Source: an optimization exercise on an open RTL-to-GDS flow (aim: small area). Production flows keep margins and buffers that such runs may drop. The RTL was checked by simulation tests, not by an equivalence proof against the original design. No activity file was given, so power comes from the tool's default toggle rates.

## design/flow/constraint.sdc

```tcl
create_clock -name core_clock -period 8.0 [get_ports {clk}]
set_input_delay 1.6000 -clock core_clock [delete_from_list [all_inputs] [get_ports {clk}]]
set_output_delay 1.6000 -clock core_clock [all_outputs]
set_load 0.01 [all_outputs]
```

## design/flow/design.v

```verilog
`timescale 1ns/10fs
module baud_generator(
  input            clk    ,
  input            rst_n  ,       
  input  [15:0]    baud_config_i ,
  output reg       en_16x_baud_o
);
  reg    [15:0]    baud_count;
  always @(posedge clk or negedge rst_n) begin
    if(!rst_n) begin
      en_16x_baud_o <= 1'b0;
      baud_count    <= 16'd0;
    end
    else if(baud_count == (baud_config_i-1)) begin
      baud_count    <= 16'd0;
      en_16x_baud_o <= 1'b1;
    end
    else begin
      baud_count    <= baud_count + 1;
      en_16x_baud_o <= 1'b0;
    end
  end
endmodule
`timescale 1ns/10fs
module bbfifo_16x8_mem (
  input                clk  ,
  input                rst_n,   
  input                wen_i   , 
  input   [7:0]        wdata_i , 
  input   [3:0]        waddr_i , 
  input   [3:0]        raddr_i , 
  output reg  [7:0]    rdata_o  
);
  reg  [7:0]       mregs0 ;
  reg  [7:0]       mregs1 ;
  reg  [7:0]       mregs2 ;
  reg  [7:0]       mregs3 ;  
  reg  [7:0]       mregs4 ;
  reg  [7:0]       mregs5 ;  
  reg  [7:0]       mregs6 ;
  reg  [7:0]       mregs7 ;  
  reg  [7:0]       mregs8 ;
  reg  [7:0]       mregs9 ;
  reg  [7:0]       mregsa ;
  reg  [7:0]       mregsb ;  
  reg  [7:0]       mregsc ;
  reg  [7:0]       mregsd ;  
  reg  [7:0]       mregse ;
  reg  [7:0]       mregsf ;
  always @(*) begin
    case (raddr_i[3:0])                        
      4'h0 :  rdata_o = mregs0 ;            
      4'h1 :  rdata_o = mregs1 ;            
      4'h2 :  rdata_o = mregs2 ;            
      4'h3 :  rdata_o = mregs3 ;            
      4'h4 :  rdata_o = mregs4 ;            
      4'h5 :  rdata_o = mregs5 ;            
      4'h6 :  rdata_o = mregs6 ;            
      4'h7 :  rdata_o = mregs7 ;            
      4'h8 :  rdata_o = mregs8 ;            
      4'h9 :  rdata_o = mregs9 ;            
      4'ha :  rdata_o = mregsa ;            
      4'hb :  rdata_o = mregsb ;            
      4'hc :  rdata_o = mregsc ;            
      4'hd :  rdata_o = mregsd ;            
      4'he :  rdata_o = mregse ;            
      4'hf :  rdata_o = mregsf ;            
    endcase                                    
  end  
  always @(posedge clk or negedge rst_n) begin
    if(!rst_n) begin
      mregs0  <= 8'h0 ;            
      mregs1  <= 8'h0 ;            
      mregs2  <= 8'h0 ;            
      mregs3  <= 8'h0 ;            
      mregs4  <= 8'h0 ;            
      mregs5  <= 8'h0 ;            
      mregs6  <= 8'h0 ;            
      mregs7  <= 8'h0 ;            
      mregs8  <= 8'h0 ;            
      mregs9  <= 8'h0 ;            
      mregsa  <= 8'h0 ;            
      mregsb  <= 8'h0 ;            
      mregsc  <= 8'h0 ;            
      mregsd  <= 8'h0 ;            
      mregse  <= 8'h0 ;            
      mregsf  <= 8'h0 ;                  
    end
    else if(wen_i == 1'b1) begin
      case (waddr_i[3:0])
        4'h0 :  mregs0  <= wdata_i ;
        4'h1 :  mregs1  <= wdata_i ;
        4'h2 :  mregs2  <= wdata_i ;
        4'h3 :  mregs3  <= wdata_i ;
        4'h4 :  mregs4  <= wdata_i ;
        4'h5 :  mregs5  <= wdata_i ;
        4'h6 :  mregs6  <= wdata_i ;
        4'h7 :  mregs7  <= wdata_i ;
        4'h8 :  mregs8  <= wdata_i ;
        4'h9 :  mregs9  <= wdata_i ;
        4'ha :  mregsa  <= wdata_i ;
        4'hb :  mregsb  <= wdata_i ;
        4'hc :  mregsc  <= wdata_i ;
        4'hd :  mregsd  <= wdata_i ;
        4'he :  mregse  <= wdata_i ;
        4'hf :  mregsf  <= wdata_i ;  
      endcase  
    end  
  end
endmodule
`timescale 1ns/10fs
module bbfifo_16x8(
  input          clk   ,
  input          rst_n ,       
  input          read_i    ,       
  input          write_i   ,       
  input  [7:0]   data_in_i ,
  output [7:0]   data_out_o      ,    
  output         data_present_o  ,
  output         full_o    ,
  output         hfull_o   ,   
  output         afull_o   ,   
  output         aempty_o      
);
reg [4:0] rptr;
reg [4:0] wptr;
wire  full ;
wire  empty;
wire  hfull;
wire  aempty;
wire  afull ;
assign full_o     = full;
assign hfull_o    = hfull;
assign data_present_o = ~empty;
assign afull_o  = afull;
assign aempty_o = aempty;
bbfifo_16x8_mem bbfifo_16x8_mem (
  .clk        (clk ),
  .rst_n      (rst_n ),    
  .wen_i      (write_i&(~full) ), 
  .wdata_i    (data_in_i ), 
  .waddr_i    (wptr[3:0] ), 
  .raddr_i    (rptr[3:0] ), 
  .rdata_o    (data_out_o )
);
always @(posedge clk or negedge rst_n)
  if(!rst_n)	
  	rptr <= 5'b0;
  else if(read_i && (!empty))
  	rptr <= rptr + 5'b1;
always @(posedge clk or negedge rst_n)
  if(!rst_n)
	  wptr <= 5'b0;
  else if(write_i && (!full))
  	wptr <= wptr + 5'b1;
assign full      = ((wptr[3:0] == rptr[3:0]) && (wptr[4] != rptr[4]));
assign empty     = (wptr[4:0] == rptr[4:0]);
wire [4:0] rptr_pl1 = rptr + 5'b1;
wire [4:0] wptr_pl8 = wptr + 5'h8;
wire [4:0] wptr_pl1 = wptr + 5'b1;
assign hfull    = ((wptr_pl8[3:0] == rptr[3:0]) && (wptr_pl8[4] != rptr[4]));   
assign afull  = ((wptr_pl1[3:0] == rptr[3:0]) && (wptr_pl1[4] != rptr[4]));
assign aempty = (wptr[4:0] == rptr_pl1[4:0]);
endmodule
`timescale 1ns/10fs
module kcuart_rx(
  input            clk    ,
  input            rst_n  ,       
  input            msb_first_i      ,    
  input            parity_en_i      ,    
  input            start_polarity_i ,    
  input            en_16x_baud_i ,
  input            serial_in_i   ,
  output reg [7:0] data_out_o  ,
  output reg       data_strobe_o      
);
  wire [3:0] bit_count_p1;
  reg  [3:0] bit_count;
  wire [3:0] baud_count_p1;
  reg  [3:0] baud_count;
  reg        serial_in_d1, serial_in_d2, serial_in_d3;
  wire       calculated_parity;
  reg        start_bit, stop_bit;
  wire       mismatch_parity;
  reg  [8:0] received_data;
  wire [7:0] par_data;
  reg        rx_active;
  reg        stop_condtion;
  wire       break_condition;
  wire       start_polarity = start_polarity_i;
  wire       stop_polarity = ~start_polarity;
  always @(posedge clk or negedge rst_n) begin
    if(!rst_n)
      {serial_in_d1, serial_in_d2, serial_in_d3} <= 3'b0;
    else
      {serial_in_d1, serial_in_d2, serial_in_d3} <= {serial_in_i, serial_in_d1, serial_in_d2};
  end
  wire   serial_negedge = (serial_in_d2 == 1'b0 && serial_in_d3 == 1'b1);
  wire   serial_posedge = (serial_in_d2 == 1'b1 && serial_in_d3 == 1'b0);
  wire   start_condition = (start_polarity == 1'b0) ? (serial_negedge == 1'b1 && bit_count[3:0] == 4'd0 && rx_active == 1'b0)
                                                    : (serial_posedge == 1'b1 && bit_count[3:0] == 4'd0 && rx_active == 1'b0);    
  always @(posedge clk or negedge rst_n) begin
    if(!rst_n)
      rx_active <= 1'b0;
    else if(start_condition == 1'b1)
      rx_active <= 1'b1;
    else if(bit_count == 4'd1 && start_bit != start_polarity)   
      rx_active <= 1'b0;
    else if(stop_condtion == 1'b1)
      rx_active <= 1'b0;
  end
  assign baud_count_p1 = baud_count + 1;
  always @(posedge clk or negedge rst_n) begin
    if(!rst_n)
      baud_count <= 4'd0;
    else if(en_16x_baud_i == 1'b1 && rx_active == 1'b1)
      baud_count <= baud_count_p1;
    else if(rx_active == 1'b0)
      baud_count <= 4'd0;
  end
  wire [3:0] bit_num = (parity_en_i == 1'b0) ? 10 : 11;
  assign bit_count_p1 = bit_count + 1;
  always @(posedge clk or negedge rst_n) begin
    if(!rst_n)
      bit_count <= 4'd0;
    else if(en_16x_baud_i == 1'b1 && baud_count == 4'd15 && rx_active == 1'b1) begin
      if(bit_count < (bit_num - 1))
        bit_count <= bit_count_p1;
      else if(bit_count >= (bit_num - 1))
        bit_count <= 4'd0;
    end
    else if(rx_active == 1'b0)
      bit_count <= 4'd0;
  end
  always @(posedge clk or negedge rst_n) begin
    if(!rst_n)
      stop_condtion <= 0;
    else 
      stop_condtion <= (baud_count == 4'd8 && bit_count == (bit_num - 1) && en_16x_baud_i == 1'b1) ? 1 : 0; 
  end
  always @(posedge clk or negedge rst_n) begin
    if(!rst_n) begin
      received_data <= 9'h0;
      start_bit     <= 1'b1;
      stop_bit      <= 1'b1;
    end
    else if(en_16x_baud_i == 1'b1 && baud_count == 4'd8 && rx_active == 1'b1) begin
      case(bit_count)
        4'd0:  start_bit        <= serial_in_d3 ;  
        4'd1:  received_data[0] <= serial_in_d3 ;
        4'd2:  received_data[1] <= serial_in_d3 ;
        4'd3:  received_data[2] <= serial_in_d3 ;
        4'd4:  received_data[3] <= serial_in_d3 ;
        4'd5:  received_data[4] <= serial_in_d3 ;
        4'd6:  received_data[5] <= serial_in_d3 ;
        4'd7:  received_data[6] <= serial_in_d3 ;
        4'd8:  received_data[7] <= serial_in_d3 ;
        4'd9:  
          if(parity_en_i == 1'b1)
            received_data[8] <= serial_in_d3 ; 
          else
            stop_bit         <= serial_in_d3 ;
        4'd10: 
          if(parity_en_i == 1'b1)
            stop_bit <= serial_in_d3 ;
      endcase
    end
    else if(rx_active == 1'b0) begin
      received_data <= 9'h0;
      start_bit     <= start_polarity;
      stop_bit      <= stop_polarity;
    end
  end
  assign break_condition = (stop_bit != stop_polarity && bit_count == (bit_num - 1)) ? 1 : 0;
  assign par_data[7:0] = (msb_first_i == 1'b0) ? received_data[7:0] : {received_data[0], received_data[1], received_data[2],
                           received_data[3], received_data[4], received_data[5], received_data[6], received_data[7]};
  assign calculated_parity = ^received_data[7:0];
  assign mismatch_parity = (parity_en_i == 1'b1 && calculated_parity != received_data[8]) ? 1'b1 : 1'b0;
  always @(posedge clk or negedge rst_n) begin
    if(!rst_n) 
      data_strobe_o <= 1'b0;
    else 
      data_strobe_o <= (stop_condtion == 1'b1 && break_condition == 1'b0 && mismatch_parity == 1'b0);
  end
  always @(posedge clk or negedge rst_n) begin
    if(!rst_n) 
      data_out_o <= 8'h0;
    else if(stop_condtion == 1'b1)
      data_out_o <= par_data[7:0];
  end
endmodule
`timescale 1ns/10fs
module kcuart_tx(
  input          clk     ,
  input          rst_n   ,       
  input          msb_first_i      ,     
  input          parity_en_i      ,     
  input          start_polarity_i ,     
  input  [7:0]   data_in_i        ,
  input          send_character_i ,
  input          en_16x_baud_i   ,
  output reg     serial_out_o     ,
  output reg     tx_complete_o      
);
  wire [3:0]      bit_count_p1;
  reg  [3:0]      bit_count;
  wire [3:0]      baud_count_p1;
  reg  [3:0]      baud_count;
  wire       start_polarity = start_polarity_i;
  wire       stop_polarity = ~start_polarity;
  assign baud_count_p1 = baud_count + 1;
  always @(posedge clk or negedge rst_n) begin
    if(!rst_n)
      baud_count <= 4'd0;
    else if(send_character_i == 1'b0)
      baud_count <= 4'd0;
    else if(en_16x_baud_i == 1'b1)
      baud_count <= baud_count_p1;
  end
  wire [3:0] bit_num = (parity_en_i == 1'b0) ? 10 : 11;
  assign bit_count_p1 = bit_count + 1;
  always @(posedge clk or negedge rst_n) begin
    if(!rst_n)
      bit_count <= 4'd0;
    else if(en_16x_baud_i == 1'b1 && baud_count == 4'd15) begin
      if(bit_count < (bit_num - 1) && send_character_i == 1'b1)
        bit_count <= bit_count_p1;
      else if(send_character_i == 1'b0 || bit_count >= (bit_num - 1))
        bit_count <= 4'd0;
    end
  end
  wire         parity_bit = ^data_in_i[7:0];
  wire [8:0]   data_sent = (msb_first_i == 1'b0) ? {parity_bit, data_in_i[7:0]} : {parity_bit, data_in_i[0], data_in_i[1],
                                  data_in_i[2], data_in_i[3], data_in_i[4], data_in_i[5], data_in_i[6], data_in_i[7]};
  always @(posedge clk or negedge rst_n) begin
    if(!rst_n)
      serial_out_o <= 1'b1;
    else if(en_16x_baud_i == 1'b1) begin
      if(baud_count == 4'b0 && send_character_i == 1'b1) 
        case(bit_count)
          4'd0:  serial_out_o <= start_polarity;  
          4'd1:  serial_out_o <= data_sent[0];
          4'd2:  serial_out_o <= data_sent[1];
          4'd3:  serial_out_o <= data_sent[2];
          4'd4:  serial_out_o <= data_sent[3];
          4'd5:  serial_out_o <= data_sent[4];
          4'd6:  serial_out_o <= data_sent[5];
          4'd7:  serial_out_o <= data_sent[6];
          4'd8:  serial_out_o <= data_sent[7];
          4'd9:  
            if(parity_en_i == 1'b1) 
              serial_out_o <= data_sent[8];
            else
              serial_out_o <= stop_polarity;    
          default: serial_out_o <= stop_polarity;
        endcase
      else if(send_character_i == 1'b0)
        serial_out_o <= stop_polarity;
    end
  end
  always @(posedge clk or negedge rst_n) begin
    if(!rst_n)
      tx_complete_o <= 1'b0;
    else if(en_16x_baud_i == 1'b1) begin
      if(bit_count == (bit_num - 1) && baud_count == 4'd15)
        tx_complete_o <= 1'b1;
      else
        tx_complete_o <= 1'b0;
    end
    else
      tx_complete_o <= 1'b0;
  end
endmodule
`timescale 1ns/10fs
module uart_rx(
  input          clk      ,
  input          rst_n    ,       
  input          msb_first_i       ,       
  input          parity_en_i       ,       
  input          start_polarity_i  ,       
  input          serial_in_i       ,
  output [7:0]   data_out_o        ,
  input          read_buffer_i     ,
  input          reset_buffer_i    ,                     
  input          en_16x_baud_i    ,
  output         buffer_data_present_o ,
  output         buffer_full_o         ,
  output         buffer_hfull_o    ,
  output         buffer_afull_o,
  output         buffer_aempty_o    
);
  wire  reset_buffer_n = rst_n & (~reset_buffer_i);
  wire  [7:0] rx_data;
  wire  data_strobe;
  bbfifo_16x8 bbfifo_16x8(
    .clk              (clk),
    .rst_n            (reset_buffer_n),      
    .read_i           (read_buffer_i),      
    .write_i          (data_strobe),      
    .data_in_i        (rx_data),
    .data_out_o       (data_out_o ),    
    .data_present_o   (buffer_data_present_o),
    .full_o           (buffer_full_o),
    .hfull_o          (buffer_hfull_o),
    .afull_o          (buffer_afull_o),
    .aempty_o         (buffer_aempty_o)    
  );                                
  kcuart_rx kcuart_rx(
    .clk              (clk)    ,
    .rst_n            (rst_n)  ,    
    .parity_en_i      (parity_en_i),    
    .msb_first_i      (msb_first_i),                          
    .start_polarity_i (start_polarity_i),
    .serial_in_i      (serial_in_i ),
    .en_16x_baud_i    (en_16x_baud_i ),
    .data_out_o       (rx_data ),
    .data_strobe_o    (data_strobe )  
  );
endmodule
`timescale 1ns/10fs
module uart_tx(
  input          clk      ,
  input          rst_n    ,       
  input          msb_first_i       ,    
  input          parity_en_i       ,    
  input          start_polarity_i  ,    
  input  [7:0]   data_in_i         ,
  input          write_buffer_i    ,       
  input          reset_buffer_i    ,       
  input          en_16x_baud_i    ,
  output         serial_out_o        ,
  output         buffer_full_o       ,
  output         buffer_hfull_o  ,
  output         buffer_afull_o,
  output         buffer_aempty_o  
);
  wire  reset_buffer_n = rst_n & (~reset_buffer_i);
  wire  tx_complete;
  wire  data_present;
  wire  [7:0] fifo_dout;
  bbfifo_16x8 bbfifo_16x8(
    .clk              (clk),
    .rst_n            (reset_buffer_n),      
    .read_i           (tx_complete),      
    .write_i          (write_buffer_i),      
    .data_in_i        (data_in_i),
    .data_out_o       (fifo_dout),    
    .data_present_o   (data_present),
    .full_o           (buffer_full_o),
    .hfull_o          (buffer_hfull_o),
    .afull_o          (buffer_afull_o),
    .aempty_o         (buffer_aempty_o)
  );                                
  kcuart_tx kcuart_tx(
    .clk              (clk),
    .rst_n            (rst_n),    
    .parity_en_i      (parity_en_i),    
    .msb_first_i      (msb_first_i),                          
    .start_polarity_i (start_polarity_i),
    .data_in_i        (fifo_dout),
    .send_character_i (data_present),
    .en_16x_baud_i    (en_16x_baud_i),
    .serial_out_o     (serial_out_o),
    .tx_complete_o    (tx_complete)  
  );
endmodule
`timescale 1ns/10fs
module uart_regs(
  input                bus2ip_clk      ,
  input                bus2ip_rst_n    ,
  input  [15:0]        bus2ip_addr_i   ,
  input  [15:0]        bus2ip_data_i   ,
  input                bus2ip_rd_ce_i  ,     
  input                bus2ip_wr_ce_i  ,     
  output reg [15:0]    ip2bus_data_o   ,
  input                rx_buffer_data_present_i ,
  input                rx_buffer_full_i         ,
  input                rx_buffer_hfull_i    ,
  input                rx_buffer_afull_i  ,
  input                rx_buffer_aempty_i ,
  input                tx_buffer_full_i       ,
  input                tx_buffer_hfull_i  ,
  input                tx_buffer_afull_i,
  input                tx_buffer_aempty_i,
  output reg           parity_en_o         ,       
  output reg           msb_first_o         ,       
  output reg           start_polarity_o    ,       
  output reg           reset_buffer_o      ,       
  output reg [15:0]    baud_config_o
);
  parameter BASEADDR = 4'h0;
  reg    reset_buffer, reset_buffer_d1, reset_buffer_d2;
  always @(*) begin
    ip2bus_data_o[15:0] = 16'h0;
    if(bus2ip_rd_ce_i == 1'b1 && bus2ip_addr_i[15:12] == BASEADDR) begin
      case(bus2ip_addr_i[11:0])
        12'h000:    ip2bus_data_o[15:0] = baud_config_o[15:0]; 
        12'h001:    ip2bus_data_o[15:0] = {13'b0, parity_en_o, msb_first_o, start_polarity_o};
        12'h003:    ip2bus_data_o[15:0] = {7'b0, rx_buffer_data_present_i, rx_buffer_full_i, rx_buffer_hfull_i,
	               rx_buffer_afull_i, rx_buffer_aempty_i,	tx_buffer_full_i, tx_buffer_hfull_i, 
		       tx_buffer_afull_i, tx_buffer_aempty_i};
        default:    ip2bus_data_o = 16'h0;
      endcase
    end
  end
  always @(posedge bus2ip_clk or negedge bus2ip_rst_n) begin
    if(!bus2ip_rst_n) begin
      baud_config_o[15:0] <= 16'd68;          
      parity_en_o         <= 1'b0;
      msb_first_o         <= 1'b0;
      start_polarity_o    <= 1'b0;
      reset_buffer        <= 1'b0;
    end
    else if(bus2ip_wr_ce_i == 1'b1 && bus2ip_addr_i[15:12] == BASEADDR) begin
      case(bus2ip_addr_i[11:0])
        12'h000:   baud_config_o[15:0]        <= bus2ip_data_i[15:0];
        12'h001:   {parity_en_o, msb_first_o, start_polarity_o} <= bus2ip_data_i[2:0] ;
        12'h002:   reset_buffer               <= bus2ip_data_i[0]   ;
      endcase
    end
    else
      reset_buffer       <= 1'b0;
  end
  always @(posedge bus2ip_clk or negedge bus2ip_rst_n) begin
    if(!bus2ip_rst_n) begin
      {reset_buffer_d1, reset_buffer_d2} <= 2'b0;
      reset_buffer_o  <= 1'b0;
    end
    else begin
      {reset_buffer_d1, reset_buffer_d2} <= {reset_buffer, reset_buffer_d1};
      reset_buffer_o  <= (reset_buffer | reset_buffer_d1) & (~reset_buffer_d2);
    end
  end
endmodule
`timescale 1ns/10fs
module bus_master(
  input                  clk               ,
  input                  rst_n             ,       
  input                  en_16x_baud_i        ,
  input  [7:0]           rx_data_out_i            ,
  output                 rx_read_buffer_o         ,
  input                  rx_buffer_data_present_i ,
  input                  rx_buffer_full_i         ,
  input                  rx_buffer_hfull_i    ,
  input                  rx_buffer_afull_i  ,
  input                  rx_buffer_aempty_i ,
  output reg [7:0]       tx_data_in_o           ,
  output reg             tx_write_buffer_o      ,       
  input                  tx_buffer_full_i       ,
  input                  tx_buffer_hfull_i  ,  
  input                  tx_buffer_afull_i,
  input                  tx_buffer_aempty_i,  
  output                 bus2ip_clk      ,
  output                 bus2ip_rst_n    ,
  output  [15:0]         bus2ip_addr_o   ,
  output  [15:0]         bus2ip_data_o   ,
  output                 bus2ip_rd_ce_o  ,     
  output                 bus2ip_wr_ce_o  ,     
  input   [15:0]         ip2bus_data_i
);
  parameter SOF = 8'haa;
  parameter EOF = 8'hd5;
  parameter TIMEOUT_VALUE = 12'd3200;   
  wire          get_sof_p1;
  reg           get_sof_done;
  wire          get_eof_p1;
  reg           get_eof_done;
  wire [7:0]    rx_data;
  reg  [11:0]   baud_timer;
  reg  [5:0]    byte_count;
  reg  [5:0]    expected_count;
  always @(posedge clk or negedge rst_n) begin
    if(!rst_n)
      baud_timer <= 12'd0;
    else if(rx_buffer_data_present_i == 1'b1 || get_eof_done == 1'b1)
      baud_timer <= 12'd0;
    else if(en_16x_baud_i == 1'b1 && baud_timer < TIMEOUT_VALUE)
      baud_timer <= baud_timer + 1;
  end
  wire baud_timeout = (baud_timer == TIMEOUT_VALUE) ? 1 : 0;
  assign rx_data[7:0] = (rx_buffer_data_present_i == 1'b1) ? rx_data_out_i[7:0] : 8'h0;
  assign get_sof_p1 = (rx_data[7:0] == SOF) ? 1 : 0;
  assign get_eof_p1 = (rx_data[7:0] == EOF && byte_count == expected_count) ? 1 : 0;
  always @(posedge clk or negedge rst_n) begin
    if(!rst_n) 
      get_sof_done <= 1'b0;
    else if(baud_timeout == 1'b1 || (get_eof_done == 1'b0 && get_eof_p1 == 1'b1))
      get_sof_done <= 1'b0;
    else if(get_sof_p1 == 1'b1)
      get_sof_done <= 1'b1;
  end 
  always @(posedge clk or negedge rst_n) begin
    if(!rst_n) 
      get_eof_done <= 1'b0;
    else if(get_sof_done == 1'b0 && get_sof_p1 == 1'b1)
      get_eof_done <= 1'b0;
    else if(get_eof_p1 == 1'b1)
      get_eof_done <= 1'b1;
  end
  always @(posedge clk or negedge rst_n) begin
    if(!rst_n) 
      byte_count <= 6'd0;
    else if(get_sof_done == 1'b0 && get_sof_p1 == 1'b1)
      byte_count <= 6'd1;
    else if(rx_buffer_data_present_i == 1'b1 && get_eof_p1 == 1'b0 && get_eof_done == 1'b0)
      byte_count <= byte_count + 1;
    else if(baud_timeout == 1'b1 || get_eof_done == 1'b1)
      byte_count <= 6'd0;
  end
  wire [3:0]    opcode;
  reg           write_reg;
  reg           read_reg;
  reg  [3:0]    burst_len;  
  wire [4:0]    burst_len_p1;
  reg  [15:0]   base_addr;
  assign opcode[3:0] = rx_data_out_i[7:4];
  assign burst_len_p1 = burst_len + 1;
  always @(posedge clk or negedge rst_n) begin
    if(!rst_n) begin
      write_reg <= 1'b0;
      read_reg  <= 1'b0;
    end
    else if(get_sof_done == 1'b0 && get_sof_p1 == 1'b1) begin
      write_reg <= 1'b0;
      read_reg  <= 1'b0;
    end
    else if(byte_count[5:0] == 6'd1 && rx_buffer_data_present_i == 1'b1) begin
      if(opcode[3:0] == 4'b0000)
        read_reg  <= 1'b1;
      else 
        read_reg  <= 1'b0;
      if(opcode[3:0] == 4'b0001)
        write_reg <= 1'b1;
      else
        write_reg <= 1'b0;
    end
  end
  always @(posedge clk or negedge rst_n) begin
    if(!rst_n) 
      burst_len[3:0] <= 4'h0;
    else if(get_sof_done == 1'b0 && get_sof_p1 == 1'b1)
      burst_len[3:0] <= 4'h0;
    else if(byte_count[5:0] == 6'd1 && rx_buffer_data_present_i == 1'b1)
      burst_len[3:0] <= rx_data_out_i[3:0];
  end
  always @(posedge clk or negedge rst_n) begin
    if(!rst_n) 
      base_addr[15:0] <= 16'h0;
    else if(get_sof_done == 1'b0 && get_sof_p1 == 1'b1)
      base_addr[15:0] <= 16'h0;
    else if(byte_count[5:0] == 6'd2 && rx_buffer_data_present_i == 1'b1)
      base_addr[15:8] <= rx_data_out_i[7:0];
    else if(byte_count[5:0] == 6'd3 && rx_buffer_data_present_i == 1'b1)
      base_addr[7:0] <= rx_data_out_i[7:0];
  end
  always @(posedge clk or negedge rst_n) begin
    if(!rst_n) 
      expected_count[5:0] <= 6'd63;
    else if(read_reg == 1'b1)
      expected_count[5:0] <= 6'd5;
    else if(write_reg == 1'b1)
      expected_count[5:0] <= 6'd5 + {burst_len_p1, 1'b0};
  end
  reg  [15:0]  write_data0;
  reg  [15:0]  write_data1;
  reg  [15:0]  write_data2;
  reg  [15:0]  write_data3;
  reg  [15:0]  write_data4;
  reg  [15:0]  write_data5;
  reg  [15:0]  write_data6;
  reg  [15:0]  write_data7;
  reg  [15:0]  write_data8;
  reg  [15:0]  write_data9;
  reg  [15:0]  write_dataa;
  reg  [15:0]  write_datab;
  reg  [15:0]  write_datac;
  reg  [15:0]  write_datad;
  reg  [15:0]  write_datae;
  reg  [15:0]  write_dataf;
  always @(posedge clk or negedge rst_n) begin
    if(!rst_n) begin
      write_data0 <= 16'h0;
      write_data1 <= 16'h0;
      write_data2 <= 16'h0;
      write_data3 <= 16'h0;
      write_data4 <= 16'h0;
      write_data5 <= 16'h0;
      write_data6 <= 16'h0;
      write_data7 <= 16'h0;
      write_data8 <= 16'h0;
      write_data9 <= 16'h0;
      write_dataa <= 16'h0;
      write_datab <= 16'h0;
      write_datac <= 16'h0;
      write_datad <= 16'h0;
      write_datae <= 16'h0;
      write_dataf <= 16'h0;
    end 
    else if(get_sof_done == 1'b0 && get_sof_p1 == 1'b1) begin
      write_data0 <= 16'h0;
      write_data1 <= 16'h0;
      write_data2 <= 16'h0;
      write_data3 <= 16'h0;
      write_data4 <= 16'h0;
      write_data5 <= 16'h0;
      write_data6 <= 16'h0;
      write_data7 <= 16'h0;
      write_data8 <= 16'h0;
      write_data9 <= 16'h0;
      write_dataa <= 16'h0;
      write_datab <= 16'h0;
      write_datac <= 16'h0;
      write_datad <= 16'h0;
      write_datae <= 16'h0;
      write_dataf <= 16'h0;
    end
    else if(rx_buffer_data_present_i == 1'b1 && write_reg == 1'b1) begin
      case(byte_count[5:0])
        6'd4:     write_data0[15:8] <= rx_data_out_i;  
        6'd5:     write_data0[7:0]  <= rx_data_out_i;
        6'd6:     write_data1[15:8] <= rx_data_out_i;  
        6'd7:     write_data1[7:0]  <= rx_data_out_i;
        6'd8:     write_data2[15:8] <= rx_data_out_i;  
        6'd9:     write_data2[7:0]  <= rx_data_out_i;
        6'd10:    write_data3[15:8] <= rx_data_out_i;  
        6'd11:    write_data3[7:0]  <= rx_data_out_i;
        6'd12:    write_data4[15:8] <= rx_data_out_i;  
        6'd13:    write_data4[7:0]  <= rx_data_out_i;
        6'd14:    write_data5[15:8] <= rx_data_out_i;  
        6'd15:    write_data5[7:0]  <= rx_data_out_i;
        6'd16:    write_data6[15:8] <= rx_data_out_i;  
        6'd17:    write_data6[7:0]  <= rx_data_out_i;
        6'd18:    write_data7[15:8] <= rx_data_out_i;  
        6'd19:    write_data7[7:0]  <= rx_data_out_i;
        6'd20:    write_data8[15:8] <= rx_data_out_i;  
        6'd21:    write_data8[7:0]  <= rx_data_out_i;
        6'd22:    write_data9[15:8] <= rx_data_out_i;  
        6'd23:    write_data9[7:0]  <= rx_data_out_i;
        6'd24:    write_dataa[15:8] <= rx_data_out_i;  
        6'd25:    write_dataa[7:0]  <= rx_data_out_i;
        6'd26:    write_datab[15:8] <= rx_data_out_i;  
        6'd27:    write_datab[7:0]  <= rx_data_out_i;
        6'd28:    write_datac[15:8] <= rx_data_out_i;  
        6'd29:    write_datac[7:0]  <= rx_data_out_i;
        6'd30:    write_datad[15:8] <= rx_data_out_i;  
        6'd31:    write_datad[7:0]  <= rx_data_out_i;
        6'd32:    write_datae[15:8] <= rx_data_out_i;  
        6'd33:    write_datae[7:0]  <= rx_data_out_i;
        6'd34:    write_dataf[15:8] <= rx_data_out_i;  
        6'd35:    write_dataf[7:0]  <= rx_data_out_i;
      endcase
    end
  end
  reg  [7:0]  calculated_fcs;
  wire [7:0]  received_fcs = rx_data_out_i;
  reg         fcs_matched;
  always @(posedge clk or negedge rst_n) begin
    if(!rst_n) 
      calculated_fcs <= 8'h0;
    else if(get_sof_done == 1'b0 && get_sof_p1 == 1'b1)
      calculated_fcs <= 8'h0;
    else if(byte_count > 0 && rx_buffer_data_present_i == 1'b1)
      calculated_fcs <= calculated_fcs ^ rx_data_out_i;
  end
  always @(posedge clk or negedge rst_n) begin
    if(!rst_n) 
      fcs_matched <= 1'b0;
    else if(get_sof_done == 1'b0 && get_sof_p1 == 1'b1)
      fcs_matched <= 1'b0;
    else if(byte_count == (expected_count-1) && rx_buffer_data_present_i == 1'b1)
      fcs_matched <= (calculated_fcs[7:0] == received_fcs[7:0]);
  end
  reg         write_in_progress;
  reg  [3:0]  write_count;
  reg         write_toggle;   
  reg  [15:0] write_addr;
  reg         write_enable;
  reg  [15:0] write_data; 
  always @(posedge clk or negedge rst_n) begin
    if(!rst_n) 
      write_in_progress <= 1'b0;
    else if(fcs_matched == 1'b1 && write_reg == 1'b1 && get_eof_done == 1'b0 && get_eof_p1 == 1'b1)
      write_in_progress <= 1'b1;
    else if(write_count == burst_len && write_toggle == 1'b1)
      write_in_progress <= 1'b0;
  end
  always @(posedge clk or negedge rst_n) begin
    if(!rst_n) 
      write_toggle <= 1'b0;
    else if(get_sof_done == 1'b0 && get_sof_p1 == 1'b1)
      write_toggle <= 1'b0;
    else if(write_in_progress == 1'b1)
      write_toggle <= ~write_toggle;
  end
  always @(posedge clk or negedge rst_n) begin
    if(!rst_n) 
      write_count <= 4'h0;
    else if(get_sof_done == 1'b0 && get_sof_p1 == 1'b1)
      write_count <= 4'h0;
    else if(write_in_progress == 1'b1 && write_toggle == 1'b1)
      write_count <= write_count + 1;
  end
  always @(posedge clk or negedge rst_n) begin
    if(!rst_n) 
      write_addr <= 16'h0;
    else
      write_addr <= base_addr + {12'h0, write_count};
  end
  always @(posedge clk or negedge rst_n) begin
    if(!rst_n) 
      write_enable <= 1'b0;
    else if(write_in_progress == 1'b1)
      write_enable <= 1'b1;
    else
      write_enable <= 1'b0;
  end
  always @(posedge clk or negedge rst_n) begin
    if(!rst_n) 
      write_data <= 16'h0;
    else if(write_in_progress == 1'b1)
      case(write_count)
        4'h0:    write_data <= write_data0;
        4'h1:    write_data <= write_data1;
        4'h2:    write_data <= write_data2;
        4'h3:    write_data <= write_data3;
        4'h4:    write_data <= write_data4;
        4'h5:    write_data <= write_data5;
        4'h6:    write_data <= write_data6;
        4'h7:    write_data <= write_data7;
        4'h8:    write_data <= write_data8;
        4'h9:    write_data <= write_data9;
        4'ha:    write_data <= write_dataa;
        4'hb:    write_data <= write_datab;
        4'hc:    write_data <= write_datac;
        4'hd:    write_data <= write_datad;
        4'he:    write_data <= write_datae;
        4'hf:    write_data <= write_dataf;
      endcase
  end
  reg         read_in_progress;
  reg  [3:0]  read_count;
  reg         read_toggle;   
  reg  [15:0] read_addr;
  reg         read_enable;
  reg  [15:0] read_data0; 
  reg  [15:0] read_data1;
  reg  [15:0] read_data2;
  reg  [15:0] read_data3;
  reg  [15:0] read_data4;
  reg  [15:0] read_data5;
  reg  [15:0] read_data6;
  reg  [15:0] read_data7;
  reg  [15:0] read_data8;
  reg  [15:0] read_data9;
  reg  [15:0] read_dataa;
  reg  [15:0] read_datab;
  reg  [15:0] read_datac;
  reg  [15:0] read_datad;
  reg  [15:0] read_datae;
  reg  [15:0] read_dataf;
  always @(posedge clk or negedge rst_n) begin
    if(!rst_n) 
      read_in_progress <= 1'b0;
    else if(fcs_matched == 1'b1 && read_reg == 1'b1 && get_eof_done == 1'b0 && get_eof_p1 == 1'b1)
      read_in_progress <= 1'b1;
    else if(read_count == burst_len && read_toggle == 1'b1)
      read_in_progress <= 1'b0;
  end
  always @(posedge clk or negedge rst_n) begin
    if(!rst_n) 
      read_toggle <= 1'b0;
    else if(get_sof_done == 1'b0 && get_sof_p1 == 1'b1)
      read_toggle <= 1'b0;
    else if(read_in_progress == 1'b1)
      read_toggle <= ~read_toggle;
  end
  always @(posedge clk or negedge rst_n) begin
    if(!rst_n) 
      read_count <= 4'h0;
    else if(get_sof_done == 1'b0 && get_sof_p1 == 1'b1)
      read_count <= 4'h0;
    else if(read_in_progress == 1'b1 && read_toggle == 1'b1)
      read_count <= read_count + 1;
  end
  always @(posedge clk or negedge rst_n) begin
    if(!rst_n) 
      read_addr <= 16'h0;
    else
      read_addr <= base_addr + {12'h0, read_count};
  end
  always @(posedge clk or negedge rst_n) begin
    if(!rst_n) 
      read_enable <= 1'b0;
    else if(read_in_progress == 1'b1)
      read_enable <= 1'b1;
    else
      read_enable <= 1'b0;
  end
  reg         read_in_progress_d1, read_in_progress_d2;
  reg  [3:0]  read_count_d1, read_count_d2;
  reg         read_toggle_d1, read_toggle_d2;   
  always @(posedge clk or negedge rst_n) begin
    if(!rst_n) begin
      {read_in_progress_d1, read_in_progress_d2} <= 2'b0;
      {read_count_d1, read_count_d2}             <= 8'h0;
      {read_toggle_d1, read_toggle_d2}           <= 2'b0;
    end
    else begin
      {read_in_progress_d1, read_in_progress_d2} <= {read_in_progress, read_in_progress_d1};
      {read_count_d1, read_count_d2}             <= {read_count, read_count_d1}            ;
      {read_toggle_d1, read_toggle_d2}           <= {read_toggle, read_toggle_d1}          ;
    end
  end
  always @(posedge clk or negedge rst_n) begin
    if(!rst_n) begin
      read_data0 <= 16'h0;
      read_data1 <= 16'h0;
      read_data2 <= 16'h0;
      read_data3 <= 16'h0;
      read_data4 <= 16'h0;
      read_data5 <= 16'h0;
      read_data6 <= 16'h0;
      read_data7 <= 16'h0;
      read_data8 <= 16'h0;
      read_data9 <= 16'h0;
      read_dataa <= 16'h0;
      read_datab <= 16'h0;
      read_datac <= 16'h0;
      read_datad <= 16'h0;
      read_datae <= 16'h0;
      read_dataf <= 16'h0;
    end
    else if(read_in_progress_d2 == 1'b1 && read_toggle_d2 == 1'b0) begin
      case(read_count_d2)
        4'h0:    read_data0 <= ip2bus_data_i;
        4'h1:    read_data1 <= ip2bus_data_i;
        4'h2:    read_data2 <= ip2bus_data_i;
        4'h3:    read_data3 <= ip2bus_data_i;
        4'h4:    read_data4 <= ip2bus_data_i;
        4'h5:    read_data5 <= ip2bus_data_i;
        4'h6:    read_data6 <= ip2bus_data_i;
        4'h7:    read_data7 <= ip2bus_data_i;
        4'h8:    read_data8 <= ip2bus_data_i;
        4'h9:    read_data9 <= ip2bus_data_i;
        4'ha:    read_dataa <= ip2bus_data_i;
        4'hb:    read_datab <= ip2bus_data_i;
        4'hc:    read_datac <= ip2bus_data_i;
        4'hd:    read_datad <= ip2bus_data_i;
        4'he:    read_datae <= ip2bus_data_i;
        4'hf:    read_dataf <= ip2bus_data_i;
      endcase
    end
  end
  reg    get_eof_done_d1;
  always @(posedge clk or negedge rst_n) begin
    if(!rst_n) 
      get_eof_done_d1 <= 1'b0;
    else
      get_eof_done_d1 <= get_eof_done;
  end
  assign rx_read_buffer_o = (write_in_progress || read_in_progress || (get_eof_done & (~get_eof_done_d1))) ? 1'b0 : rx_buffer_data_present_i;
  reg         tx_start;
  reg         tx_in_progress;
  reg  [5:0]  tx_count; 
  reg  [3:0]  tx_burst_len, tx_burst_len_z1;
  reg  [15:0] tx_base_addr, tx_base_addr_z1;
  wire [4:0] tx_burst_len_p1 = tx_burst_len_z1 + 1;
  wire [5:0] tx_byte_len = {tx_burst_len_p1, 1'b0};
  always @(posedge clk or negedge rst_n) begin
    if(!rst_n) begin
      tx_start <= 1'b0;
      tx_burst_len <= 4'h0;
      tx_base_addr <= 16'h0;
    end
    else if(read_in_progress_d2 == 1'b1 && read_in_progress_d1 == 1'b0) begin
      tx_start <= 1'b1;
      tx_burst_len <= burst_len;
      tx_base_addr <= base_addr;
    end
    else if(tx_in_progress == 1'b0) begin
      tx_start <= 1'b0;
      tx_burst_len <= 4'h0;
      tx_base_addr <= 16'h0;
    end
  end
  always @(posedge clk or negedge rst_n) begin
    if(!rst_n) begin
      tx_in_progress <= 1'b0;
      tx_burst_len_z1 <= 4'h0;
      tx_base_addr_z1 <= 16'h0;
    end
    else if(tx_start == 1'b1 && tx_in_progress == 1'b0) begin
      tx_in_progress <= 1'b1;
      tx_burst_len_z1 <= tx_burst_len;
      tx_base_addr_z1 <= tx_base_addr;
    end
    else if(tx_count == (tx_byte_len+5) && tx_buffer_full_i == 1'b0 && tx_buffer_afull_i == 1'b0) begin
      tx_in_progress <= 1'b0;
      tx_burst_len_z1 <= 4'h0;
      tx_base_addr_z1 <= 16'h0;
    end
  end
  wire [5:0] tx_count_p1 = tx_count + 1;
  always @(posedge clk or negedge rst_n) begin
    if(!rst_n) 
      tx_count <= 6'h0;
    else if(tx_in_progress == 1'b1 && tx_buffer_full_i == 1'b0 && tx_buffer_afull_i == 1'b0)
      tx_count <= tx_count_p1;
    else if(tx_in_progress == 1'b0)
      tx_count <= 6'h0;
  end
  reg   [7:0]   tx_data_in_p1;
  reg   [7:0]   tx_fcs;
  always @(*) begin
    tx_data_in_p1 = 8'h0;
    if(tx_in_progress == 1'b1 && tx_buffer_full_i == 1'b0 && tx_buffer_afull_i == 1'b0) begin
      case(tx_count)
        6'd0   :  tx_data_in_p1 = 8'haa;
        6'd1   :  tx_data_in_p1 = {4'b0, tx_burst_len_z1};
        6'd2   :  tx_data_in_p1 = tx_base_addr_z1[15:8];
        6'd3   :  tx_data_in_p1 = tx_base_addr_z1[7:0];
        6'd4   :  tx_data_in_p1 = read_data0[15:8];
        6'd5   :  tx_data_in_p1 = read_data0[7:0];
        6'd6   :  tx_data_in_p1 = read_data1[15:8];
        6'd7   :  tx_data_in_p1 = read_data1[7:0];
        6'd8   :  tx_data_in_p1 = read_data2[15:8];
        6'd9   :  tx_data_in_p1 = read_data2[7:0];
        6'd10  :  tx_data_in_p1 = read_data3[15:8];
        6'd11  :  tx_data_in_p1 = read_data3[7:0];
        6'd12  :  tx_data_in_p1 = read_data4[15:8];
        6'd13  :  tx_data_in_p1 = read_data4[7:0];
        6'd14  :  tx_data_in_p1 = read_data5[15:8];
        6'd15  :  tx_data_in_p1 = read_data5[7:0];
        6'd16  :  tx_data_in_p1 = read_data6[15:8];
        6'd17  :  tx_data_in_p1 = read_data6[7:0];
        6'd18  :  tx_data_in_p1 = read_data7[15:8];
        6'd19  :  tx_data_in_p1 = read_data7[7:0];
        6'd20  :  tx_data_in_p1 = read_data8[15:8];
        6'd21  :  tx_data_in_p1 = read_data8[7:0];
        6'd22  :  tx_data_in_p1 = read_data9[15:8];
        6'd23  :  tx_data_in_p1 = read_data9[7:0];
        6'd24  :  tx_data_in_p1 = read_dataa[15:8];
        6'd25  :  tx_data_in_p1 = read_dataa[7:0];
        6'd26  :  tx_data_in_p1 = read_datab[15:8];
        6'd27  :  tx_data_in_p1 = read_datab[7:0];
        6'd28  :  tx_data_in_p1 = read_datac[15:8];
        6'd29  :  tx_data_in_p1 = read_datac[7:0];
        6'd30  :  tx_data_in_p1 = read_datad[15:8];
        6'd31  :  tx_data_in_p1 = read_datad[7:0];
        6'd32  :  tx_data_in_p1 = read_datae[15:8];
        6'd33  :  tx_data_in_p1 = read_datae[7:0];
        6'd34  :  tx_data_in_p1 = read_dataf[15:8];
        6'd35  :  tx_data_in_p1 = read_dataf[7:0];
      endcase
    end
  end
  reg  tx_in_progress_d1;
  always @(posedge clk or negedge rst_n) begin
    if(!rst_n) 
      tx_in_progress_d1 <= 0;
    else
      tx_in_progress_d1 <= tx_in_progress;
   end
  always @(posedge clk or negedge rst_n) begin
    if(!rst_n) 
      tx_fcs <= 8'h0;
    else if(tx_in_progress == 1'b1 && tx_in_progress_d1 == 1'b1 && tx_buffer_full_i == 1'b0 && tx_buffer_afull_i == 1'b0)
      tx_fcs <= tx_data_in_p1[7:0] ^ tx_fcs;
    else if(tx_in_progress == 1'b0)
      tx_fcs <= 8'h0;
  end
  always @(posedge clk or negedge rst_n) begin
    if(!rst_n) 
      tx_data_in_o <= 8'h0;
    else if(tx_in_progress == 1'b1 && tx_buffer_full_i == 1'b0 && tx_buffer_afull_i == 1'b0 && tx_count == (tx_byte_len+4))
      tx_data_in_o <= tx_fcs;
    else if(tx_in_progress == 1'b1 && tx_buffer_full_i == 1'b0 && tx_buffer_afull_i == 1'b0 && tx_count == (tx_byte_len+5))
      tx_data_in_o <= 8'hd5;
    else
      tx_data_in_o <= tx_data_in_p1;
  end
  always @(posedge clk or negedge rst_n) begin
    if(!rst_n) 
      tx_write_buffer_o <= 1'b0;
    else if(tx_in_progress == 1'b1 && tx_buffer_full_i == 1'b0 && tx_buffer_afull_i == 1'b0)
      tx_write_buffer_o <= 1'b1;
    else 
      tx_write_buffer_o <= 1'b0;
  end
  reg write_in_progress_d1;
  always @(posedge clk or negedge rst_n) begin
    if(!rst_n) 
      write_in_progress_d1 <= 0;
    else
      write_in_progress_d1 <= write_in_progress;
  end
  assign bus2ip_clk     = clk; 
  assign bus2ip_rst_n   = rst_n;
  assign bus2ip_addr_o  = (write_in_progress == 1'b1 || write_in_progress_d1 == 1'b1) ? write_addr : read_addr;
  assign bus2ip_data_o  = write_data;
  assign bus2ip_rd_ce_o = read_enable;
  assign bus2ip_wr_ce_o = write_enable;
endmodule
`timescale 1ns/10fs
module uart_core(
  input                  clk     ,
  input                  rst_n   ,       
  input                  serial_in_i     ,
  output                 serial_out_o    ,  
  output  [15:0]         bus2ip_addr_o   ,
  output  [15:0]         bus2ip_data_o   ,
  output                 bus2ip_rd_ce_o  ,     
  output                 bus2ip_wr_ce_o  ,     
  input   [15:0]         ip2bus_data_i
);
  wire          parity_en ; 
  wire          msb_first ; 
  wire          start_polarity;
  wire          en_16x_baud;
  wire          reset_buffer;
  wire [7:0]    rx_data_out ;
  wire          rx_read_buffer;
  wire          rx_buffer_data_present;
  wire          rx_buffer_full;
  wire          rx_buffer_hfull;
  wire          rx_buffer_afull;
  wire          rx_buffer_aempty;  
  wire  [7:0]   tx_data_in         ; 
  wire          tx_write_buffer    ; 
  wire          tx_buffer_full     ; 
  wire          tx_buffer_hfull;
  wire          tx_buffer_afull;
  wire          tx_buffer_aempty; 
  wire  [15:0]  baud_config  ;
  wire          bus2ip_clk   ;
  wire          bus2ip_rst_n ;
  wire  [15:0]  bus2ip_addr  ; 
  wire  [15:0]  bus2ip_data  ; 
  wire          bus2ip_rd_ce ; 
  wire          bus2ip_wr_ce ; 
  wire  [15:0]  ip2bus_data  ; 
  uart_rx uart_rx(
    .clk                   (clk ),
    .rst_n                 (rst_n ),     
    .parity_en_i           (parity_en ),     
    .msb_first_i           (msb_first ),     
    .start_polarity_i      (start_polarity),
    .serial_in_i           (serial_in_i ),
    .data_out_o            (rx_data_out ),
    .read_buffer_i         (rx_read_buffer ),
    .reset_buffer_i        (reset_buffer ),                     
    .en_16x_baud_i         (en_16x_baud ),
    .buffer_data_present_o (rx_buffer_data_present ),
    .buffer_full_o         (rx_buffer_full ),
    .buffer_hfull_o        (rx_buffer_hfull ),
    .buffer_afull_o        (rx_buffer_afull ),
    .buffer_aempty_o       (rx_buffer_aempty )     
  );
  uart_tx uart_tx(
    .clk                   (clk ) , 
    .rst_n                 (rst_n ) , 
    .parity_en_i           (parity_en ) , 
    .msb_first_i           (msb_first ) , 
    .start_polarity_i      (start_polarity),
    .data_in_i             (tx_data_in ) , 
    .write_buffer_i        (tx_write_buffer ) , 
    .reset_buffer_i        (reset_buffer ) , 
    .en_16x_baud_i         (en_16x_baud ) , 
    .serial_out_o          (serial_out_o ) , 
    .buffer_full_o         (tx_buffer_full ) , 
    .buffer_hfull_o        (tx_buffer_hfull ),
    .buffer_afull_o        (tx_buffer_afull ),
    .buffer_aempty_o       (tx_buffer_aempty )         
  );
 baud_generator  baud_generator(
    .clk                   (clk )   ,
    .rst_n                 (rst_n)  ,
    .baud_config_i         (baud_config )  ,
    .en_16x_baud_o         (en_16x_baud )
  );
 uart_regs  uart_regs(
    .bus2ip_clk            (bus2ip_clk   ),
    .bus2ip_rst_n          (bus2ip_rst_n ),
    .bus2ip_addr_i         (bus2ip_addr  ),
    .bus2ip_data_i         (bus2ip_data  ),
    .bus2ip_rd_ce_i        (bus2ip_rd_ce ),
    .bus2ip_wr_ce_i        (bus2ip_wr_ce ),
    .ip2bus_data_o         (ip2bus_data  ),
    .rx_buffer_data_present_i (rx_buffer_data_present  ) ,
    .rx_buffer_full_i         (rx_buffer_full          ) ,
    .rx_buffer_hfull_i        (rx_buffer_hfull     ) ,
    .rx_buffer_afull_i        (rx_buffer_afull  ) ,
    .rx_buffer_aempty_i       (rx_buffer_aempty ) ,    
    .tx_buffer_full_i         (tx_buffer_full          ) ,
    .tx_buffer_hfull_i        (tx_buffer_hfull     ) ,
    .tx_buffer_afull_i        (tx_buffer_afull),
    .tx_buffer_aempty_i       (tx_buffer_aempty),   
    .parity_en_o            (parity_en    ) ,     
    .msb_first_o            (msb_first    ) ,    
    .start_polarity_o       (start_polarity),
    .reset_buffer_o         (reset_buffer ) ,   
    .baud_config_o          (baud_config  ) 
  );
 bus_master  bus_master(
    .clk                    (clk        ),
    .rst_n                  (rst_n      ),      
    .en_16x_baud_i          (en_16x_baud   ),
    .rx_data_out_i           (rx_data_out            ) ,
    .rx_read_buffer_o        (rx_read_buffer         ) ,
    .rx_buffer_data_present_i(rx_buffer_data_present ) ,
    .rx_buffer_full_i        (rx_buffer_full         ) ,
    .rx_buffer_hfull_i       (rx_buffer_hfull    ) ,
    .rx_buffer_afull_i       (rx_buffer_afull  ) ,
    .rx_buffer_aempty_i      (rx_buffer_aempty ) ,
    .tx_data_in_o            (tx_data_in          ) ,
    .tx_write_buffer_o       (tx_write_buffer     ) ,
    .tx_buffer_full_i        (tx_buffer_full      ) ,
    .tx_buffer_hfull_i       (tx_buffer_hfull ) , 
    .tx_buffer_afull_i       (tx_buffer_afull),
    .tx_buffer_aempty_i      (tx_buffer_aempty),   
    .bus2ip_clk              (bus2ip_clk    ) ,
    .bus2ip_rst_n            (bus2ip_rst_n  ) ,
    .bus2ip_addr_o           (bus2ip_addr   ) ,
    .bus2ip_data_o           (bus2ip_data   ) ,
    .bus2ip_rd_ce_o          (bus2ip_rd_ce  ) ,  
    .bus2ip_wr_ce_o          (bus2ip_wr_ce  ) , 
    .ip2bus_data_i           (ip2bus_data_i ) 
  );
  assign bus2ip_addr_o   = bus2ip_addr; 
  assign bus2ip_data_o   = bus2ip_data; 
  assign bus2ip_rd_ce_o  = bus2ip_rd_ce;    
  assign bus2ip_wr_ce_o  = bus2ip_wr_ce;    
endmodule
```

## design/flow/run.sh

```bash
#!/bin/bash
# synth_recipe.tcl (not shown) runs the flow's synth.tcl, then flattens the netlist and writes it again
# the make line also repeats each setting of config.mk as NAME=value (left out here)
make -C /OpenROAD-flow-scripts/flow DESIGN_CONFIG=/design/flow/config.mk WORK_HOME=/design/flow/orfs CLKGATE_MAP_FILE= SYNTH_SCRIPT=/design/flow/synth_recipe.tcl finish
```

## design/flow/config.mk

```make
export PLATFORM = sky130hd
export DESIGN_NAME = uart_core
export DESIGN_NICKNAME = uart_core
export VERILOG_FILES = /design/flow/design.v
export SDC_FILE = /design/flow/constraint.sdc
export NUM_CORES = 4
export LEC_CHECK = 0
export CAP_MARGIN = 20
export CORE_MARGIN = 2
export CORE_UTILIZATION = 40
export SLEW_MARGIN = 20
```

==> run summary <==
- Outcome: no timing/DRC/antenna violations
- Largest family of logic cells by synthesized area: multiplexers
- CTS Root Cell: clkbuf_16
- Crit path capture type: flip-flop
- Sequential power share: 0.492
- Start point of the worst hold path: bus_master.read_count_d1[0]
- Clock Sinks: 1067
- Startpoint class of the critical path: flip-flop
- Drt wl/cell: 23.5 um
- Met2 WL: 64.1 mm
- Worst Tran Pin Value: 1.18 ns
- Required time of the critical path: 8.56 ns
- Die Y: 356 um
- Synth Cell Area: 0.0496 mm2
- Num CTS Buffers: 110
- Main synth FF type: dfrtp_1
- Vias: 35300
- Adder and majority gate portion of the synthesized area: 0.0162
- Drt drc: 0
- FILL cells: 11400
- CTS tree: built
- CTS resizes: 0
- Final wirelength: 142 mm
- CP Class: reg2reg
- Synth area leaders: dfrtp_1, mux2_2, mux2i_1
- Maximum VDD drop: 182 uV
- Router iterations before antenna repair: 7
- Hold Crit Class: reg2reg
- Post-CTS Setup Inserts: 0
- Total track usage: 0.223
- Nets: 4398
- Synth Area in Compound Gates: 0.108
- DRT iter0 DRCs: 3240
- Fraction of registers with async set/reset: 1.00
- Share of cells above drive strength 1: 0.204
- Initial antenna violation count: 1
- DIE AREA: 0.127 mm2
- Sequential cell area: 0.0267 mm2
- Routability congestion estimate: 0.860
- Pwr dens: 200 mW/mm2
- Worst EP arrival: 5.84 ns
- Vias in the first global route: 34400
- Leak: 26.2 nW
- Final Cycle Share: 0.661
- Simple-gate portion of the synthesized area: 0.114
- Final Hold Viols: 0
- Area grow syn2layout: 12.4%
- Maxcap violations: 0
- Std-Cell Rows: 129
- Max-slew violation count: 0
- Endpoints failing setup: 0
- Pin count of the biggest net entering global routing: 160
- Tmin final: 5.29 ns
- #FFs+latches synth: 1067
- Setup crit start: uart_rx.bbfifo_16x8.rptr[1]
- H-Tree Depth: 3
- Worst-skew pair later-pin latency: 0.74 ns
- Post-synth top area cell: dfrtp_1
- Unrepaired setup endpoints after global routing: false
- Post-Synth XOR/XNOR Area: 0.0314
- Hpwl dp: 89.1 mm
- Unique masters post-synth: 85
- Area share of the largest cell type after synthesis: 0.533
- Core area: 0.123 mm2
- Area of the multi-input gates: 0.0216 mm2
- Clock power frac: 0.491
- Max-slew headroom: 0.208
- Max Freq: 189 MHz
- Final Total Pwr: 11.1 mW
- Syn nets: 4460
- Wire length on met1: 65.0 mm
- Post-synthesis sequential area ratio: 0.538
- Chip Width: 356 um
- Synthesized instance count: 4378
- EDFF count, synth: 0
- Met3 routed WL: 8.93 mm
- Clk buf depth: 3
- Switching Share: 0.219
- Synthesized area per cell: 11.3 um2
- I/O Buffers: 53
- CTS Hold Bufs: 0
- Combinational share of power: 0.017
- Top routing layer used: met4
- Critical-path maximum fanout: 65
- Psw: 2.44 mW
- Setup Skew: 0.0372 ns
- Vias per cell: 5.84
- Initial Util: 0.402
- R2r startpoint: uart_rx.bbfifo_16x8.rptr[1]
- # diodes: 0
- First-pass GRT wire length: 218 mm
- Top Ports: 54
- GRT overflow: 0
- Setup TNS: 0 ns
- Yosys warning count: 7
- Post-synthesis mux area share: 0.162
- ANT nets after route: 0
- Clk pin slew, worst setup/hold paths: 0.06 ns
- Int Pwr: 8.69 mW
[layout make-up]
cell class,instances,share of cell area
Sequential cell,1067,0.479
Clock buffer,153,0.0575
Tap cell,1637,0.0367
Multi-Input combinational cell,2935,0.387
Clock inverter,54,0.0120
Inverter,60,0.00404
Timing Repair Buffer,142,0.0238
[per-stage QoR]
stage | instance area [um2] | std cells | worst slack [ns] | util | hold slack, ns
5_1_grt | 55800 | 6048 | 2.38 | 0.452 | 0.355
3_3_place_gp | 51700 | 5832 | 2.92 | 0.419 | 0.332
6_report | 55800 | 6048 | 2.71 | 0.452 | 0.348
3_5_place_dp | 51700 | 5834 | 2.82 | 0.420 | 0.335
4_1_cts | 55600 | 6041 | 2.80 | 0.451 | 0.349
2_1_floorplan | 49600 | 4378 | 0.814 | - | 0.331
[layer usage]
layer,vias up,GRT usage
li1,15700,-
met1,18200,0.326
met2,1134,0.341
met3,249,0.0365
met4,0,0.0630
met5,-,0
[placed cells by master, fill, tap and decap left out, types with 34 or more instances in the layout]
cell type        synthesis  layout
mux2i_1                171     171
buf_4                    6      75
xor2_1                  78      78
xnor2_1                100     100
clkdlybuf4s50_1          0      52
nor2_1                 312     309
mux2_2                 560     560
a22oi_1                181     181
o21ai_0                 79      79
dfrtp_1               1057    1056
a221oi_1                57      57
a21oi_1                 64      62
inv_1                   58      58
ha_1                    61      61
nand4_1                 70      70
clkbuf_16                0     111
nand2_1                436     436
o22ai_1                150     147
a22o_1                  51      51
a222oi_1                34      34
nand3_1                176     176
[worst paths after layout]
check	endpoint	slack (ns)	depth (start not counted)
worst max-delay path	bus_master.write_dataa[5]	2.71	12
worst min-delay path	bus_master.read_count_d2[0]	0.35	0
worst max register to register	bus_master.write_dataa[5]	2.71	12
worst min register to register	bus_master.read_count_d2[0]	0.35	0
max in group asynchronous	bus_master.write_datac[5]	5.24	3
min in group asynchronous	uart_tx.bbfifo_16x8.bbfifo_16x8_mem.mregsc[4]	0.39	1
[logic make-up after synthesis]
family          Yosys count
simple gates           1220
compound gates          743
xor+xnor                178
flops                  1067
mux                     731
fa+ha+maj                63
buf+inv                 376
[Yosys cell counts (all sizes together) (11+ instances only)]
master  count
dfrtp    1057
mux2      560
nand2     436
nor2      313
clkbuf    231
a22oi     181
nand3     176
mux2i     171
o22ai     150
xnor2     100
buf        85
o21ai      80
xor2       78
nand4      70
a21oi      64
ha         61
inv        58
a221oi     57
a22o       51
a222oi     34
nor2b      33
and2       29
and3       25
nor3       25
nand2b     22
nor4       22
o22a       17
a31oi      14
a211oi     13
nand3b     11
nor3b      11
[worst max-delay path, cell delays in order (launching register included)]
cell and delay [ns]:
dfrtp_1 0.44, inv_1 0.13, ha_1 0.71, or3_1 0.24
or2_1 0.54, o21ai_0 0.31, o22ai_4 0.18, buf_4 0.45
nand2_1 0.09, or4_1 0.60, nor2_4 0.53, buf_4 0.68
nor2_1 0.13
[power by group through the flow]
stage | sequential, mW | combinational (mW) | clock (mW)
4_1_cts | 5.47 | 0.199 | 5.56
3_3_place_gp | 5.57 | 0.196 | 0
6_report | 5.47 | 0.191 | 5.46
3_5_place_dp | 5.57 | 0.199 | 0
5_1_grt | 5.47 | 0.221 | 5.80
2_1_floorplan | 5.56 | 0.0777 | 0

==> re-timing with driven ports <==
In the flow no input, the clock included, has a driving cell. The finished layout below was timed again as built, in two steps.
Step 1 sets driving cells, clkbuf_16 on the clock port and buf_2 on the other inputs (assumed; they add their load-dependent delay and slew).
Step 2, shift: input delay + t, output delay - t, t = (earliest + latest rising clock arrival at the registers) / 2. This alone moves slack from input paths to output paths.
Three values: ideal, step 1, step 2; two values: the first two.
t, ns: 0.795
slack for setup (ns): 2.713 / 2.713 / 2.713
slew at the worst register clock pin (ns): 0.07 / 0.07
After both steps this run still meets setup and hold. The setup slack of this run moves by 0.000 ns with the drivers and by 0.000 ns with both steps.
